Background: an optimization exercise with open tools, aiming at small area. Do not read the settings as production practice.
Function was checked by simulation only, so behaviour that the tests miss may differ from the original.

==> inputs of 06-16 <==
==> flow/design.v <==
module MIPS_CP1_13(
  input clk,
        rst,
  output [7:0]  imem_addr,
  input  [31:0] imem_rdata,
  output        dmem_re,
  output        dmem_we,
  output [31:0] dmem_addr,
  output [31:0] dmem_wdata,
  input  [31:0] dmem_rdata
);
reg  [7:0]  pc;
reg  [31:0] fd_instr;
reg         fd_at_pc;
reg         dx_rtype, dx_beq, dx_alusrc, dx_regw, dx_read, dx_write, dx_jmp, dx_fpw;
reg  [4:0]  dx_rs, dx_rt, dx_rd, dx_fd;
reg  [31:0] dx_a, dx_b;
reg  [15:0] dx_imm;
reg  [7:0]  dx_target;
reg         xm_regw, xm_read, xm_write, xm_fpw, xm_jmp, xm_brt;
reg  [4:0]  xm_dst, xm_fd;
reg  [31:0] xm_addr, xm_sdata;
reg  [7:0]  xm_target;
reg         xm_flip;
reg  [7:0]  xm_edif;
reg         mw_regw, mw_fpw;
reg  [4:0]  mw_dst, mw_fd;
reg  [31:0] mw_val;
wire bubble = xm_jmp | xm_brt;
wire [5:0] op = fd_instr[31:26];
wire is_r    = (op == 6'h00);
wire is_j    = (op == 6'h02);
wire is_beq  = (op == 6'h04);
wire is_addi = (op == 6'h08);
wire is_adds = (op == 6'h11);
wire is_lw   = (op == 6'h23);
wire is_sw   = (op == 6'h2b);
wire is_lwc1 = (op == 6'h31);
wire is_swc1 = (op == 6'h39);
wire [4:0] f_rs = fd_instr[25:21];
wire [4:0] f_rt = fd_instr[20:16];
wire [4:0] f_rd = fd_instr[15:11];
wire [4:0] f_sh = fd_instr[10:6];
wire use_rs = is_r | is_addi | is_beq | is_lw | is_sw | is_lwc1 | is_swc1;
wire use_rt = is_r | is_beq | is_sw;
wire [4:0] d_rs = use_rs ? f_rs : 5'd0;
wire [4:0] d_rt = use_rt ? f_rt : 5'd0;
wire [4:0] d_rd = is_r ? f_rd : (is_addi | is_lw) ? f_rt : 5'd0;
wire [4:0] d_fd = is_lwc1 ? f_rt : is_adds ? f_sh : 5'd0;
wire [4:0] d_fs = is_adds ? f_rd : 5'd0;
wire [4:0] d_ft = (is_adds | is_swc1) ? f_rt : 5'd0;
wire load_use = (xm_dst != 5'd0) & xm_read & ((xm_dst == dx_rs) | (xm_dst == dx_rt));
wire st_c = (dx_fd != 5'd0) & ((dx_fd == d_fs) | (dx_fd == d_ft));
wire st_o = (xm_fd != 5'd0) & ((xm_fd == d_fs) | (xm_fd == d_ft));
wire st_a = (mw_fd != 5'd0) & ((mw_fd == d_fs) | (mw_fd == d_ft));
wire stall = load_use | st_c | st_o | st_a;
assign imem_addr = pc;
always @(posedge clk) begin
  if (rst)         pc <= 8'd0;
  else if (xm_jmp) pc <= xm_target;
  else if (stall)  pc <= pc;
  else if (xm_brt) pc <= xm_target;
  else             pc <= pc + 8'd1;
end
always @(posedge clk) begin
  if (bubble)      fd_instr <= 32'd0;
  else if (!stall) fd_instr <= imem_rdata;
  fd_at_pc <= rst | (fd_at_pc & stall);
end
wire        wb_fp0 = mw_fpw & (mw_fd == 5'd0);
wire        fileA  = is_adds;
wire [4:0]  idxA   = is_adds ? f_rd : f_rs;
wire        bypA   = is_adds ? wb_fp0 : (mw_regw & (mw_dst == f_rs));
wire        fileB  = is_adds | is_swc1;
wire        bypB   = fileB ? wb_fp0 : (mw_regw & (mw_dst == f_rt));
wire [63:0] selA = ({63'd0, ~bypA} << {fileA, idxA});
wire [63:0] selB = ({63'd0, ~bypB} << {fileB, f_rt});
wire [63:0] wsel = ({63'd0, mw_regw} << {1'b0, mw_dst}) | ({63'd0, mw_fpw} << {1'b1, mw_fd});
wire [31:0] wdata = rst ? 32'd0 : mw_val;
wire [2047:0] rfq;
wire [31:0] rd_a, rd_b;
genvar g, b;
generate
  for (b = 0; b < 32; b = b + 1) begin : rbit
    wire [20:0] ya, yb;
    for (g = 0; g < 21; g = g + 1) begin : grp
      rf_aoi3 ua(.a1(selA[3*g]),   .b1(rfq[(3*g)*32+b]),
                 .a2(selA[3*g+1]), .b2(rfq[(3*g+1)*32+b]),
                 .a3(selA[3*g+2]), .b3(rfq[(3*g+2)*32+b]), .y(ya[g]));
      rf_aoi3 ub(.a1(selB[3*g]),   .b1(rfq[(3*g)*32+b]),
                 .a2(selB[3*g+1]), .b2(rfq[(3*g+1)*32+b]),
                 .a3(selB[3*g+2]), .b3(rfq[(3*g+2)*32+b]), .y(yb[g]));
    end
    assign rd_a[b] = ~(&ya) | (selA[63] & rfq[63*32+b]) | (bypA & mw_val[b]);
    assign rd_b[b] = ~(&yb) | (selB[63] & rfq[63*32+b]) | (bypB & mw_val[b]);
  end
endgenerate
generate
  for (g = 0; g < 64; g = g + 1) begin : row
    reg [31:0] q;
    always @(posedge clk)
      if (rst | wsel[g]) q <= wdata;
    assign rfq[g*32 +: 32] = q;
  end
endgenerate
always @(posedge clk) begin
  if (rst | bubble) begin
    dx_rtype <= 1'b0; dx_beq <= 1'b0; dx_alusrc <= 1'b0; dx_regw <= 1'b0;
    dx_read  <= 1'b0; dx_write <= 1'b0; dx_jmp <= 1'b0; dx_fpw <= 1'b0;
    dx_rs <= 5'd0; dx_rt <= 5'd0; dx_rd <= 5'd0; dx_fd <= 5'd0;
  end else if (!stall) begin
    dx_rtype  <= is_r;
    dx_beq    <= is_beq;
    dx_alusrc <= is_addi | is_lw | is_sw | is_lwc1 | is_swc1 | is_adds;
    dx_regw   <= is_r | is_addi | is_lw;
    dx_read   <= is_lw | is_lwc1;
    dx_write  <= is_sw | is_swc1;
    dx_jmp    <= is_j;
    dx_fpw    <= is_adds | is_lwc1;
    dx_rs <= d_rs; dx_rt <= d_rt; dx_rd <= d_rd; dx_fd <= d_fd;
  end
end
always @(posedge clk) begin
  if (!stall) begin
    dx_a   <= rd_a;
    dx_b   <= rd_b;
    dx_imm <= is_adds ? 16'd0 : fd_instr[15:0];
    dx_target <= is_j ? fd_instr[7:0] : pc + fd_instr[7:0] + {7'd0, fd_at_pc};
  end
end
wire xbub = bubble | stall;
wire fwdX_rs = (xm_dst != 5'd0) & (xm_dst == dx_rs);
wire fwdX_rt = (xm_dst != 5'd0) & (xm_dst == dx_rt);
wire fwdM_rs = (mw_dst != 5'd0) & (mw_dst == dx_rs);
wire fwdM_rt = (mw_dst != 5'd0) & (mw_dst == dx_rt);
wire [31:0] x_a = fwdX_rs ? xm_addr : fwdM_rs ? mw_val : dx_a;
wire [31:0] x_b = fwdX_rt ? xm_addr : fwdM_rt ? mw_val : dx_b;
wire [31:0] imm32 = {{16{dx_imm[15]}}, dx_imm};
wire [31:0] alu_b = dx_alusrc ? imm32 : x_b;
wire [5:0]  funct = dx_imm[5:0];
wire alu_sub = dx_beq | (dx_rtype & (funct == 6'h22));
wire [31:0] alu_sum, alu_p, alu_g;
add32 u_alu_add(.a(x_a), .b(alu_b ^ {32{alu_sub}}), .cin(alu_sub), .s(alu_sum), .p(alu_p), .g(alu_g));
reg [31:0] alu;
always @* begin
  alu = alu_sum;
  if (dx_rtype & ~dx_beq) begin
    case (funct)
      6'h24:   alu = alu_g;
      6'h25:   alu = alu_g | alu_p;
      6'h26:   alu = alu_p;
      default: alu = alu_sum;
    endcase
  end
end
wire alu_zero = &alu_p;
wire fcmp = ~(dx_a[30:0] > dx_b[30:0]);
wire [7:0] fdif = fcmp ? (dx_b[30:23] - dx_a[30:23]) : (dx_a[30:23] - dx_b[30:23]);
always @(posedge clk) begin
  if (bubble) begin
    xm_regw <= 1'b0; xm_read <= 1'b0; xm_write <= 1'b0; xm_fpw <= 1'b0;
    xm_jmp <= 1'b0; xm_brt <= 1'b0;
    xm_dst <= 5'd0; xm_fd <= 5'd0;
  end else begin
    xm_regw  <= dx_regw  & ~xbub;
    xm_read  <= dx_read  & ~xbub;
    xm_write <= dx_write & ~xbub;
    xm_fpw   <= dx_fpw   & ~xbub;
    xm_jmp   <= dx_jmp   & ~xbub;
    xm_brt   <= dx_beq   & ~xbub & alu_zero;
    xm_dst   <= (rst | xbub) ? 5'd0 : dx_rd;
    xm_fd    <= dx_fd;
  end
  xm_addr   <= alu;
  xm_sdata  <= x_b;
  xm_flip   <= fcmp;
  xm_edif   <= fdif;
  xm_target <= dx_target;
end
assign dmem_re    = xm_read;
assign dmem_we    = xm_write;
assign dmem_addr  = xm_addr;
assign dmem_wdata = xm_sdata;
wire [31:0] fgt   = xm_flip ? xm_sdata : xm_addr;
wire [31:0] flt   = xm_flip ? xm_addr : xm_sdata;
wire [23:0] lt_m  = {|flt[30:0], flt[22:0]};
wire [23:0] lt_sh = lt_m >> xm_edif;
wire        action = xm_addr[31] ^ xm_sdata[31];
wire [23:0] gt_m = {|fgt[30:0], fgt[22:0]};
wire [24:0] f_mnt;
add25 u_fp_add(.a({1'b0, gt_m}), .b({1'b0, lt_sh} ^ {25{action}}), .cin(action), .s(f_mnt));
wire [24:0] ly5 = f_mnt;
wire        s4  = ~(|ly5[24:9]);
wire [24:0] ly4 = s4 ? {ly5[8:0], 16'd0} : ly5;
wire        s3  = ~(|ly4[24:17]);
wire [24:0] ly3 = s3 ? {ly4[16:0], 8'd0} : ly4;
wire        s2  = ~(|ly3[24:21]);
wire [24:0] ly2 = s2 ? {ly3[20:0], 4'd0} : ly3;
wire        s1  = ~(|ly2[24:23]);
wire [24:0] ly1 = s1 ? {ly2[22:0], 2'd0} : ly2;
wire        s0  = ~ly1[24];
wire [24:0] ly0 = s0 ? {ly1[23:0], 1'd0} : ly1;
wire [4:0]  sh  = {s4, s3, s2, s1, s0};
wire [7:0]  f_exp = (|f_mnt) ? (fgt[30:23] - {3'd0, sh} + 8'd1) : 8'd0;
wire [31:0] fres  = {fgt[31], f_exp, ly0[23:1]};
wire xm_adds = xm_fpw & ~xm_read;
always @(posedge clk) begin
  if (rst) begin
    mw_regw <= 1'b0; mw_fpw <= 1'b0; mw_dst <= 5'd0; mw_fd <= 5'd0;
  end else begin
    mw_regw <= xm_regw; mw_fpw <= xm_fpw; mw_dst <= xm_dst; mw_fd <= xm_fd;
  end
  mw_val <= xm_read ? dmem_rdata : xm_adds ? fres : xm_addr;
end
endmodule
module rf_aoi3(
  input  a1, b1, a2, b2, a3, b3,
  output y
);
assign y = ~((a1 & b1) | (a2 & b2) | (a3 & b3));
endmodule
module add32(
  input  [31:0] a, b,
  input         cin,
  output [31:0] s,
  output [31:0] p,    
  output [31:0] g     
);
assign p = a ^ b;
assign g = a & b;
reg [31:0] G, P;
integer l, i;
always @* begin
  G = a & b; P = a ^ b;
  G[0] = G[0] | (P[0] & cin);
  for (l = 1; l < 32; l = l * 2)
    for (i = 2*l - 1; i < 32; i = i + 2*l) begin
      G[i] = G[i] | (P[i] & G[i-l]); P[i] = P[i] & P[i-l];
    end
  for (l = 8; l >= 1; l = l / 2)
    for (i = 3*l - 1; i < 32; i = i + 2*l) begin
      G[i] = G[i] | (P[i] & G[i-l]); P[i] = P[i] & P[i-l];
    end
end
assign s = (a ^ b) ^ {G[30:0], cin};
endmodule
module add25(
  input  [24:0] a, b,
  input         cin,
  output [24:0] s
);
reg [24:0] G, P;
integer l, i;
always @* begin
  G = a & b; P = a ^ b;
  G[0] = G[0] | (P[0] & cin);
  for (l = 1; l < 25; l = l * 2)
    for (i = 2*l - 1; i < 25; i = i + 2*l) begin
      G[i] = G[i] | (P[i] & G[i-l]); P[i] = P[i] & P[i-l];
    end
  for (l = 8; l >= 1; l = l / 2)
    for (i = 3*l - 1; i < 25; i = i + 2*l) begin
      G[i] = G[i] | (P[i] & G[i-l]); P[i] = P[i] & P[i-l];
    end
end
assign s = (a ^ b) ^ {G[23:0], cin};
endmodule
==> flow/flow/run.sh <==
#!/bin/bash
# Layout flow: the standard ORFS flow (standard.sh, unchanged synthesis,
# floorplan, power grid, placement, routing), with two placement/CTS options:
#  - port buffers use the smallest buffer cell (sky130_fd_sc_hd__buf_1)
#  - clock tree synthesis without dummy balancing loads, with the same
#    sink clustering as config.mk asks for
# The full make/ORFS output goes to flow_standard.log in the work folder;
# ORFS's per-step logs stay under orfs/logs/.
set -euo pipefail
LOG="$PWD/flow_standard.log"
if ! bash standard.sh \
    "BUFFER_PORTS_ARGS=-buffer_cell sky130_fd_sc_hd__buf_1" \
    "CTS_ARGS=-sink_clustering_enable -repair_clock_nets -dont_use_dummy_load -sink_clustering_size 15 -sink_clustering_max_diameter 80 -buf_list {sky130_fd_sc_hd__clkbuf_8}" \
    finish > "$LOG" 2>&1; then
  tail -50 "$LOG"
  exit 1
fi
tail -5 "$LOG"
==> flow/standard.sh <==
#!/bin/bash
# synth_recipe.tcl (not shown) runs the flow's synth.tcl, then flattens the netlist and writes it again
# the make line also repeats each setting of config.mk as NAME=value (left out here)
make -C /OpenROAD-flow-scripts/flow DESIGN_CONFIG=/design/flow/config.mk WORK_HOME=/design/flow/orfs CLKGATE_MAP_FILE= SYNTH_SCRIPT=/design/flow/synth_recipe.tcl "${@:-finish}"
==> flow/config.mk <==
export PLATFORM = sky130hd
export DESIGN_NAME = MIPS_CP1_13
export DESIGN_NICKNAME = MIPS_CP1_13
export VERILOG_FILES = /design/flow/design.v
export SDC_FILE = /design/flow/constraint.sdc
export NUM_CORES = 4
export LEC_CHECK = 0
export CAP_MARGIN = 20
export CELL_PAD_IN_SITES_DETAIL_PLACEMENT = 1
export CELL_PAD_IN_SITES_GLOBAL_PLACEMENT = 1
export CORE_MARGIN = 2
export CORE_UTILIZATION = 35
export CTS_BUF_LIST = sky130_fd_sc_hd__clkbuf_8
export CTS_CLUSTER_DIAMETER = 80
export CTS_CLUSTER_SIZE = 15
export PLACE_DENSITY = 0.5
export SLEW_MARGIN = 20
export SYNTH_HIERARCHICAL = 1
export SYNTH_MINIMUM_KEEP_SIZE = 0
==> flow/constraint.sdc <==
create_clock -name core_clock -period 10.0 [get_ports {clk}]
set_input_delay 2.0000 -clock core_clock [delete_from_list [all_inputs] [get_ports {clk}]]
set_output_delay 2.0000 -clock core_clock [all_outputs]
set_load 0.01 [all_outputs]
==> 05-19: changes against 06-16 <==
--- a/flow/design.v
+++ b/flow/design.v
@@ -141,4 +141,4 @@
 wire alu_sub = dx_beq | (dx_rtype & (funct == 6'h22));
-wire [31:0] alu_sum, alu_p, alu_g;
-add32 u_alu_add(.a(x_a), .b(alu_b ^ {32{alu_sub}}), .cin(alu_sub), .s(alu_sum), .p(alu_p), .g(alu_g));
+wire [31:0] alu_sum;
+add32 u_alu_add(.a(x_a), .b(alu_b ^ {32{alu_sub}}), .cin(alu_sub), .s(alu_sum));
 reg [31:0] alu;
@@ -148,5 +148,5 @@
     case (funct)
-      6'h24:   alu = alu_g;
-      6'h25:   alu = alu_g | alu_p;
-      6'h26:   alu = alu_p;
+      6'h24:   alu = x_a & alu_b;
+      6'h25:   alu = x_a | alu_b;
+      6'h26:   alu = x_a ^ alu_b;
       default: alu = alu_sum;
@@ -155,3 +155,3 @@
 end
-wire alu_zero = &alu_p;
+wire alu_zero = (alu == 32'd0);
 wire fcmp = ~(dx_a[30:0] > dx_b[30:0]);
@@ -224,8 +224,4 @@
   input         cin,
-  output [31:0] s,
-  output [31:0] p,    
-  output [31:0] g     
-);
-assign p = a ^ b;
-assign g = a & b;
+  output [31:0] s
+);
 reg [31:0] G, P;
==> flow/run.sh (new file) <==
#!/bin/bash
# synth_recipe.tcl (not shown) runs the flow's synth.tcl, then flattens the netlist and writes it again
# the make line also repeats each setting of config.mk as NAME=value (left out here)
make -C /OpenROAD-flow-scripts/flow DESIGN_CONFIG=/design/flow/config.mk WORK_HOME=/design/flow/orfs CLKGATE_MAP_FILE= SYNTH_SCRIPT=/design/flow/synth_recipe.tcl finish
--- a/flow/config.mk
+++ b/flow/config.mk
@@ -12,5 +12,5 @@
 export CORE_UTILIZATION = 35
-export CTS_BUF_LIST = sky130_fd_sc_hd__clkbuf_8
-export CTS_CLUSTER_DIAMETER = 80
-export CTS_CLUSTER_SIZE = 15
+export CTS_BUF_LIST = sky130_fd_sc_hd__clkbuf_8 sky130_fd_sc_hd__clkbuf_16
+export CTS_CLUSTER_DIAMETER = 100
+export CTS_CLUSTER_SIZE = 25
 export PLACE_DENSITY = 0.5
removed: flow/flow/run.sh
removed: flow/standard.sh
==> 02-24: changes against 06-16 <==
--- a/flow/design.v
+++ b/flow/design.v
@@ -23,4 +23,2 @@
 reg  [7:0]  xm_target;
-reg         xm_flip;
-reg  [7:0]  xm_edif;
 reg         mw_regw, mw_fpw;
@@ -138,3 +136,12 @@
 wire [31:0] imm32 = {{16{dx_imm[15]}}, dx_imm};
-wire [31:0] alu_b = dx_alusrc ? imm32 : x_b;
+wire dx_adds = dx_fpw & ~dx_read;
+wire fcmp  = ~(dx_a[30:0] > dx_b[30:0]);
+wire fswap = dx_adds & fcmp;
+wire [7:0] fdif = fcmp ? (dx_b[30:23] - dx_a[30:23]) : (dx_a[30:23] - dx_b[30:23]);
+wire [31:0] flt   = fcmp ? dx_a : dx_b;
+wire [23:0] lt_m  = {|flt[30:0], flt[22:0]};
+wire [23:0] lt_sh = lt_m >> fdif;
+wire        action = dx_a[31] ^ dx_b[31];
+wire [31:0] alu_a = x_a & {32{~fswap}};
+wire [31:0] alu_b = (dx_alusrc & ~fswap) ? imm32 : x_b;
 wire [5:0]  funct = dx_imm[5:0];
@@ -142,3 +149,3 @@
 wire [31:0] alu_sum, alu_p, alu_g;
-add32 u_alu_add(.a(x_a), .b(alu_b ^ {32{alu_sub}}), .cin(alu_sub), .s(alu_sum), .p(alu_p), .g(alu_g));
+add32 u_alu_add(.a(alu_a), .b(alu_b ^ {32{alu_sub}}), .cin(alu_sub), .s(alu_sum), .p(alu_p), .g(alu_g));
 reg [31:0] alu;
@@ -156,4 +163,2 @@
 wire alu_zero = &alu_p;
-wire fcmp = ~(dx_a[30:0] > dx_b[30:0]);
-wire [7:0] fdif = fcmp ? (dx_b[30:23] - dx_a[30:23]) : (dx_a[30:23] - dx_b[30:23]);
 always @(posedge clk) begin
@@ -174,5 +179,3 @@
   xm_addr   <= alu;
-  xm_sdata  <= x_b;
-  xm_flip   <= fcmp;
-  xm_edif   <= fdif;
+  xm_sdata  <= dx_adds ? {7'd0, action, lt_sh} : x_b;
   xm_target <= dx_target;
@@ -183,10 +186,6 @@
 assign dmem_wdata = xm_sdata;
-wire [31:0] fgt   = xm_flip ? xm_sdata : xm_addr;
-wire [31:0] flt   = xm_flip ? xm_addr : xm_sdata;
-wire [23:0] lt_m  = {|flt[30:0], flt[22:0]};
-wire [23:0] lt_sh = lt_m >> xm_edif;
-wire        action = xm_addr[31] ^ xm_sdata[31];
+wire [31:0] fgt  = xm_addr;
 wire [23:0] gt_m = {|fgt[30:0], fgt[22:0]};
 wire [24:0] f_mnt;
-add25 u_fp_add(.a({1'b0, gt_m}), .b({1'b0, lt_sh} ^ {25{action}}), .cin(action), .s(f_mnt));
+add25 u_fp_add(.a({1'b0, gt_m}), .b({1'b0, xm_sdata[23:0]} ^ {25{xm_sdata[24]}}), .cin(xm_sdata[24]), .s(f_mnt));
 wire [24:0] ly5 = f_mnt;
--- a/flow/config.mk
+++ b/flow/config.mk
@@ -11,3 +11,3 @@
 export CORE_MARGIN = 2
-export CORE_UTILIZATION = 35
+export CORE_UTILIZATION = 55
 export CTS_BUF_LIST = sky130_fd_sc_hd__clkbuf_8
@@ -15,3 +15,3 @@
 export CTS_CLUSTER_SIZE = 15
-export PLACE_DENSITY = 0.5
+export PLACE_DENSITY = 0.65
 export SLEW_MARGIN = 20
==> out/metrics.cfg <==
[outcome]
status = timing/DRC/antenna clean

[power_and_ir_drop]
swShare_pct = 43.8
powerComb_mw = 17.6
p_int_mw = 21.7

[setup_path]
crit_buf_inv = 5

[floorplan]
tapCellCount = 3919
fp.dieArea_um2 = 298000
die_w_um = 546

[sta]
fin_crit_ps = 9370
holdWs_ps = 350
fmax_ghz = 0.107

[grt]
gr-usage-met3_pct = 7.32
track_usage_pct = 32.1

[layout]
fin_util_pct = 39.7

[logic_synthesis]
synth-compound-area-share_pct = 18.3

[hold_path]
holdPathEnd = xm_target[6]

-- figures above: 05-19

==> out/metrics.cfg <==
[sta]
holdWs_ps = 355
fin_crit_ps = 8380
fmax_ghz = 0.119

[logic_synthesis]
synth-compound-area-share_pct = 18.3
synth_nets = 6986
yosysSeqAreaShare_pct = 67.2
synth_adder_area_share_pct = 2.07

[grt]
track_usage_pct = 46.9
gr-usage-met3_pct = 14.8

[power_and_ir_drop]
swShare_pct = 46.2
peakVddDrop_mv = 0.324
fin_total_pwr_mw = 38.5
powerComb_mw = 18.3

[floorplan]
die_w_um = 433
fp.dieArea_um2 = 188000
tapCellCount = 2464

[hold_path]
holdPathEnd = xm_target[1]

[outcome]
status = timing/DRC/antenna clean

[layout]
top_register = row.q

[setup_path]
crit_buf_inv = 2

-- figures above: 02-24

==> out/metrics.cfg <==
[layout]
clkCellAreaFrac_pct = 2.28
fin_util_pct = 39.2
final_nets = 7442

[power_and_ir_drop]
powerComb_mw = 23.1
p_int_mw = 22.5
swShare_pct = 48.1

[floorplan]
die_w_um = 543
tapCellCount = 3781
fp.dieArea_um2 = 294000

[grt]
track_usage_pct = 32.6
overflow = 0
gr-usage-met3_pct = 7.67

[outcome]
status = timing/DRC/antenna clean

[sta]
slew_headroom_pct = 4.90
fin_crit_ps = 9560

[logic_synthesis]
synth-compound-area-share_pct = 18.1

[cts]
htree_levels = 4

[routing]
first_iter_violations = 18100

[hold_path]
holdPathEnd = xm_target[5]

-- figures above: 06-16

-- re-timing with driven ports --
The results above use ideal ports. As a check the final layouts listed here were re-extracted and re-timed, cells and wires unchanged. Step 1 (the two cells are an assumption about what drives the block):
set clk [get_ports {clk}]
set_driving_cell -lib_cell sky130_fd_sc_hd__clkbuf_16 $clk
set_driving_cell -lib_cell sky130_fd_sc_hd__buf_2 [delete_from_list [all_inputs] $clk]
Step 2, shift: input delay + t, output delay - t, t = (earliest + latest rising clock arrival at the registers) / 2. This alone moves slack from input paths to output paths. Slacks: no drivers / after step 1 / after step 2; pairs: no drivers / after step 1.
run | t, ns | setup WS [ns] | worst hold slack (ns) | pins driven straight from the clock port
06-16 | 1.121 | 0.439 / 0.439 / 0.439 | 0.345 / 0.345 / 0.345 | 1
05-19 | 1.015 | 0.634 / 0.634 / 0.634 | 0.350 / 0.350 / 0.350 | 1
02-24 | 1.073 | 1.621 / 1.621 / 1.621 | 0.355 / 0.355 / 0.355 | 1
After both steps setup and hold are still met in every run listed.
